This is an optimization exercise on Yosys and OpenROAD, whose aim is small area, a short achievable clock period and few clock cycles per item, not a production implementation.
The RTL was checked by simulation tests, not by an equivalence proof against the original design.

## v12
Design gcd, start of the top module:
module gcd( input [31:0] a_in,
            input [31:0] b_in,
            input start,
            input reset_n,
            input clk,
            output [31:0] result,
            output done);
Size in the first run: about 6300 µm² of cells after synthesis.
==> flow/config.mk <==
export PLATFORM = sky130hd
export DESIGN_NAME = gcd
export DESIGN_NICKNAME = gcd
export VERILOG_FILES = /design/flow/design.v
export SDC_FILE = /design/flow/constraint.sdc
export NUM_CORES = 4
export LEC_CHECK = 0
export CAP_MARGIN = 20
export CORE_MARGIN = 2
export CORE_UTILIZATION = 40
export PLACE_DENSITY = 0.7
export SETUP_SLACK_MARGIN = 0.6
export SLEW_MARGIN = 20
==> flow/constraint.sdc <==
create_clock -name core_clock -period 4.0 [get_ports {clk}]
set_input_delay 0.8000 -clock core_clock [delete_from_list [all_inputs] [get_ports {clk}]]
set_output_delay 0.8000 -clock core_clock [all_outputs]
set_load 0.01 [all_outputs]
standard.sh (not shown) runs the stock make flow with config.mk's settings and CLKGATE_MAP_FILE= SYNTH_SCRIPT=/design/flow/synth_recipe.tcl, a recipe that flattens the netlist after the stock synthesis.
==> flow/flow/run.sh <==
#!/bin/bash
# Standard ORFS layout, with the port buffers made of the smallest buffer
# cell and a clock tree without dummy loads.
set -euo pipefail
export BUFFER_PORTS_ARGS="-buffer_cell sky130_fd_sc_hd__buf_1"
export CTS_ARGS="-sink_clustering_enable -repair_clock_nets -dont_use_dummy_load -sink_clustering_size 80 -sink_clustering_max_diameter 400 -buf_list sky130_fd_sc_hd__clkbuf_16"
bash standard.sh > standard_flow.log 2>&1
Testbench counts of v12, summed over its fixed seeds: cycles 53,893, items 2,400.
Changes in v11 relative to v12:
# v12
export LEC_CHECK = 0
export CAP_MARGIN = 20
export CORE_MARGIN = 2
export CORE_UTILIZATION = 40
export PLACE_DENSITY = 0.7
export SETUP_SLACK_MARGIN = 0.6
export SLEW_MARGIN = 20
create_clock -name core_clock -period 4.0 [get_ports {clk}]
# v11
export LEC_CHECK = 0
export CAP_MARGIN = 20
export CORE_MARGIN = 2
export CORE_UTILIZATION = 40
export PLACE_DENSITY = 0.6
export SETUP_SLACK_MARGIN = 0.6
export SLEW_MARGIN = 20
create_clock -name core_clock -period 4.0 [get_ports {clk}]
diff --git a/flow/flow/run.sh b/flow/flow/run.sh
--- a/flow/flow/run.sh
+++ b/flow/flow/run.sh
@@ -3 +3 @@
-# cell and a clock tree without dummy loads.
+# cell and a clock tree of one level of large buffers without dummy loads.
Total of plain and repair buffers excluding clock buffers, v12 and v11: smaller value in v12
Of v12 and v11, the run reporting the higher hold slack was v11.
The core of v11 is more densely filled than that of v12.
v12 and v11 all finish clean.
Across both runs, critical path depth was higher for v11 than for v12.
Compared with v12, in v11 number of DRC markers in iteration 0 went down by 148, via count went down by 220, smallest setup slack after layout went up by 0.11 ns.
Setup changes, v11 to v3
# v11
export LEC_CHECK = 0
export CAP_MARGIN = 20
export CORE_MARGIN = 2
export CORE_UTILIZATION = 40
export PLACE_DENSITY = 0.6
export SETUP_SLACK_MARGIN = 0.6
export SLEW_MARGIN = 20
create_clock -name core_clock -period 4.0 [get_ports {clk}]
# v3
export LEC_CHECK = 0
export CAP_MARGIN = 20
export CORE_MARGIN = 2
export CORE_UTILIZATION = 45
export PLACE_DENSITY = 0.6
export SETUP_SLACK_MARGIN = 0.6
export SLEW_MARGIN = 20
create_clock -name core_clock -period 4.0 [get_ports {clk}]
diff --git a/flow/flow/run.sh b/flow/flow/run.sh
--- a/flow/flow/run.sh
+++ b/flow/flow/run.sh
@@ -3 +3 @@
-# cell and a clock tree of one level of large buffers without dummy loads.
+# cell and a clock tree without dummy loads.
==> run summary <==
Between v11 and v3, the difference in clock tree cell share of total cell area is negligible. v3 against v11: final cell area excluding filler cells saw an increase; number of gates resized after cts saw a decrease; setup slack down 0.047 ns.

* * *

== v54 ==
Starting RTL as in the previous note.
Settings: LEC_CHECK=0, CAP_MARGIN=20, CORE_MARGIN=2, CORE_UTILIZATION=40, GPL_ROUTABILITY_DRIVEN=0, PLACE_DENSITY=0.6, SETUP_SLACK_MARGIN=0.6, SLEW_MARGIN=20; clock period 4.0 ns.
==> flow/flow/run.sh <==
#!/bin/bash
# Standard ORFS layout, with the port buffers made of the smallest buffer
# cell and a clock tree without dummy loads.
set -euo pipefail
export BUFFER_PORTS_ARGS="-buffer_cell sky130_fd_sc_hd__buf_1"
export CTS_ARGS="-sink_clustering_enable -repair_clock_nets -dont_use_dummy_load -sink_clustering_size 80 -sink_clustering_max_diameter 400 -buf_list sky130_fd_sc_hd__clkbuf_16"
bash standard.sh > standard_flow.log 2>&1
Testbench counts of v54, summed over its fixed seeds: cycles 53,893, items 2,400.
## Diff of input files: v28 against v54
- putting ABC_AREA at 1 where nothing was set
- clearing GPL_ROUTABILITY_DRIVEN, which used to be 0
==> flow/flow/run.sh <==
#!/bin/bash
# Standard ORFS layout, with the port buffers made of the smallest buffer
# cell and a clock tree of one level of large buffers without dummy loads.
set -euo pipefail
export BUFFER_PORTS_ARGS="-buffer_cell sky130_fd_sc_hd__buf_1"
export CTS_ARGS="-sink_clustering_enable -repair_clock_nets -dont_use_dummy_load -sink_clustering_size 80 -sink_clustering_max_diameter 400 -buf_list sky130_fd_sc_hd__clkbuf_16"
bash standard.sh > standard_flow.log 2>&1
v28: full flow OK, the timing, DRC and antenna checks passed. Diff v54 -> v28: post-synthesis cell area rose by 3.8%; count of clock-buffer cells in the layout stayed essentially flat. Worst setup slack after placement delta (v28 − v54): unfavourable. The area fraction of clock buffers and clock inverters was comparable across v54 and v28. v28: combined buffer and inverter count along the critical path 1 above v54. v28 vs v54 — shortest clock period the worst path allows after layout rose 0.024 ns. On global-route usage, the lower figure sits with v28, not v54.
For v38, these inputs were changed with respect to v28:
- changing PLACE_DENSITY from 0.6 to 0.55
- removing ABC_AREA (formerly 1)
==> flow/flow/run.sh <==
#!/bin/bash
# Standard ORFS layout, with the port buffers made of the smallest buffer
# cell and a clock tree without dummy loads.
set -euo pipefail
export BUFFER_PORTS_ARGS="-buffer_cell sky130_fd_sc_hd__buf_1"
export CTS_ARGS="-sink_clustering_enable -repair_clock_nets -dont_use_dummy_load -sink_clustering_size 80 -sink_clustering_max_diameter 400 -buf_list sky130_fd_sc_hd__clkbuf_16"
bash standard.sh > standard_flow.log 2>&1
[summary]
- v38: overall via count from detail_route 183 below v28
- Comparing v38 against v28, there is no change at all in number of enable-type register cells in the synthesized netlist.
- Compared v38 vs v28, and count of buffer and inverter cells on the critical path is down in v38.
Inputs modified between v38 and v18:
- PLACE_DENSITY now 0.6, was 0.55
==> flow/flow/run.sh <==
#!/bin/bash
# Standard ORFS layout, with the port buffers made of the smallest buffer
# cell, a clock tree without dummy loads, and downsizing of gates off the
# critical paths after global routing.
set -euo pipefail
export BUFFER_PORTS_ARGS="-buffer_cell sky130_fd_sc_hd__buf_1"
export CTS_ARGS="-sink_clustering_enable -repair_clock_nets -dont_use_dummy_load -sink_clustering_size 80 -sink_clustering_max_diameter 400 -buf_list sky130_fd_sc_hd__clkbuf_16"
export RECOVER_POWER=100
bash standard.sh > standard_flow.log 2>&1
[summary]
In v18 the implementation ran to completion but is not tape-out ready, as the final checks report max-capacitance violations, max-slew violations. In the reports for v38 and v18, the larger final hold slack belongs to v18. v18 reports its end of the critical path as a[13]$_DFFE_PP_ while v38 reports b[0]$_DFF_P_. The number of max-capacitance violations reported number comes out higher for v18 vs v38. Vias: v18 below v38.

## what the ideal ports hide
Ports are ideal in the flow. The routed layouts listed here were re-timed in OpenROAD.
Step 1 assumes that a clkbuf_16 drives the clock port and a buf_2 every other input.
Step 2 moves the port delays by t, midway between the first and last clock arrival at a register: inputs arrive t later, outputs are due t later. That takes back most of the time a late clock gives input paths.
Slacks: ideal ports / drivers / drivers and shift; pairs: ideal ports / drivers.
| run | shift t [ns] | setup WS [ns] | hold slack, ns | latest minus earliest clock arrival (ns) | worst data-port slew with drivers (ns) |
|---|---|---|---|---|---|
| v12 | 0.386 | 0.601 / 0.560 / 0.602 | 0.202 / 0.184 / 0.525 | 0.014 / 0.014 | 0.04 |
| v11 | 0.390 | 0.711 / 0.696 / 0.711 | 0.209 / 0.188 / 0.509 | 0.016 / 0.016 | 0.04 |
| v3 | 0.389 | 0.664 / 0.623 / 0.679 | 0.203 / 0.187 / 0.519 | 0.009 / 0.009 | 0.04 |
| v54 | 0.390 | 0.711 / 0.696 / 0.711 | 0.209 / 0.188 / 0.509 | 0.016 / 0.016 | 0.04 |
| v28 | 0.383 | 0.687 / 0.647 / 0.796 | 0.213 / 0.195 / 0.453 | 0.013 / 0.013 | 0.04 |
| v38 | 0.379 | 0.595 / 0.595 / 0.595 | 0.205 / 0.192 / 0.506 | 0.012 / 0.012 | 0.04 |
| v18 | 0.389 | 0.446 / 0.413 / 0.446 | 0.213 / 0.192 / 0.509 | 0.017 / 0.017 | 0.04 |
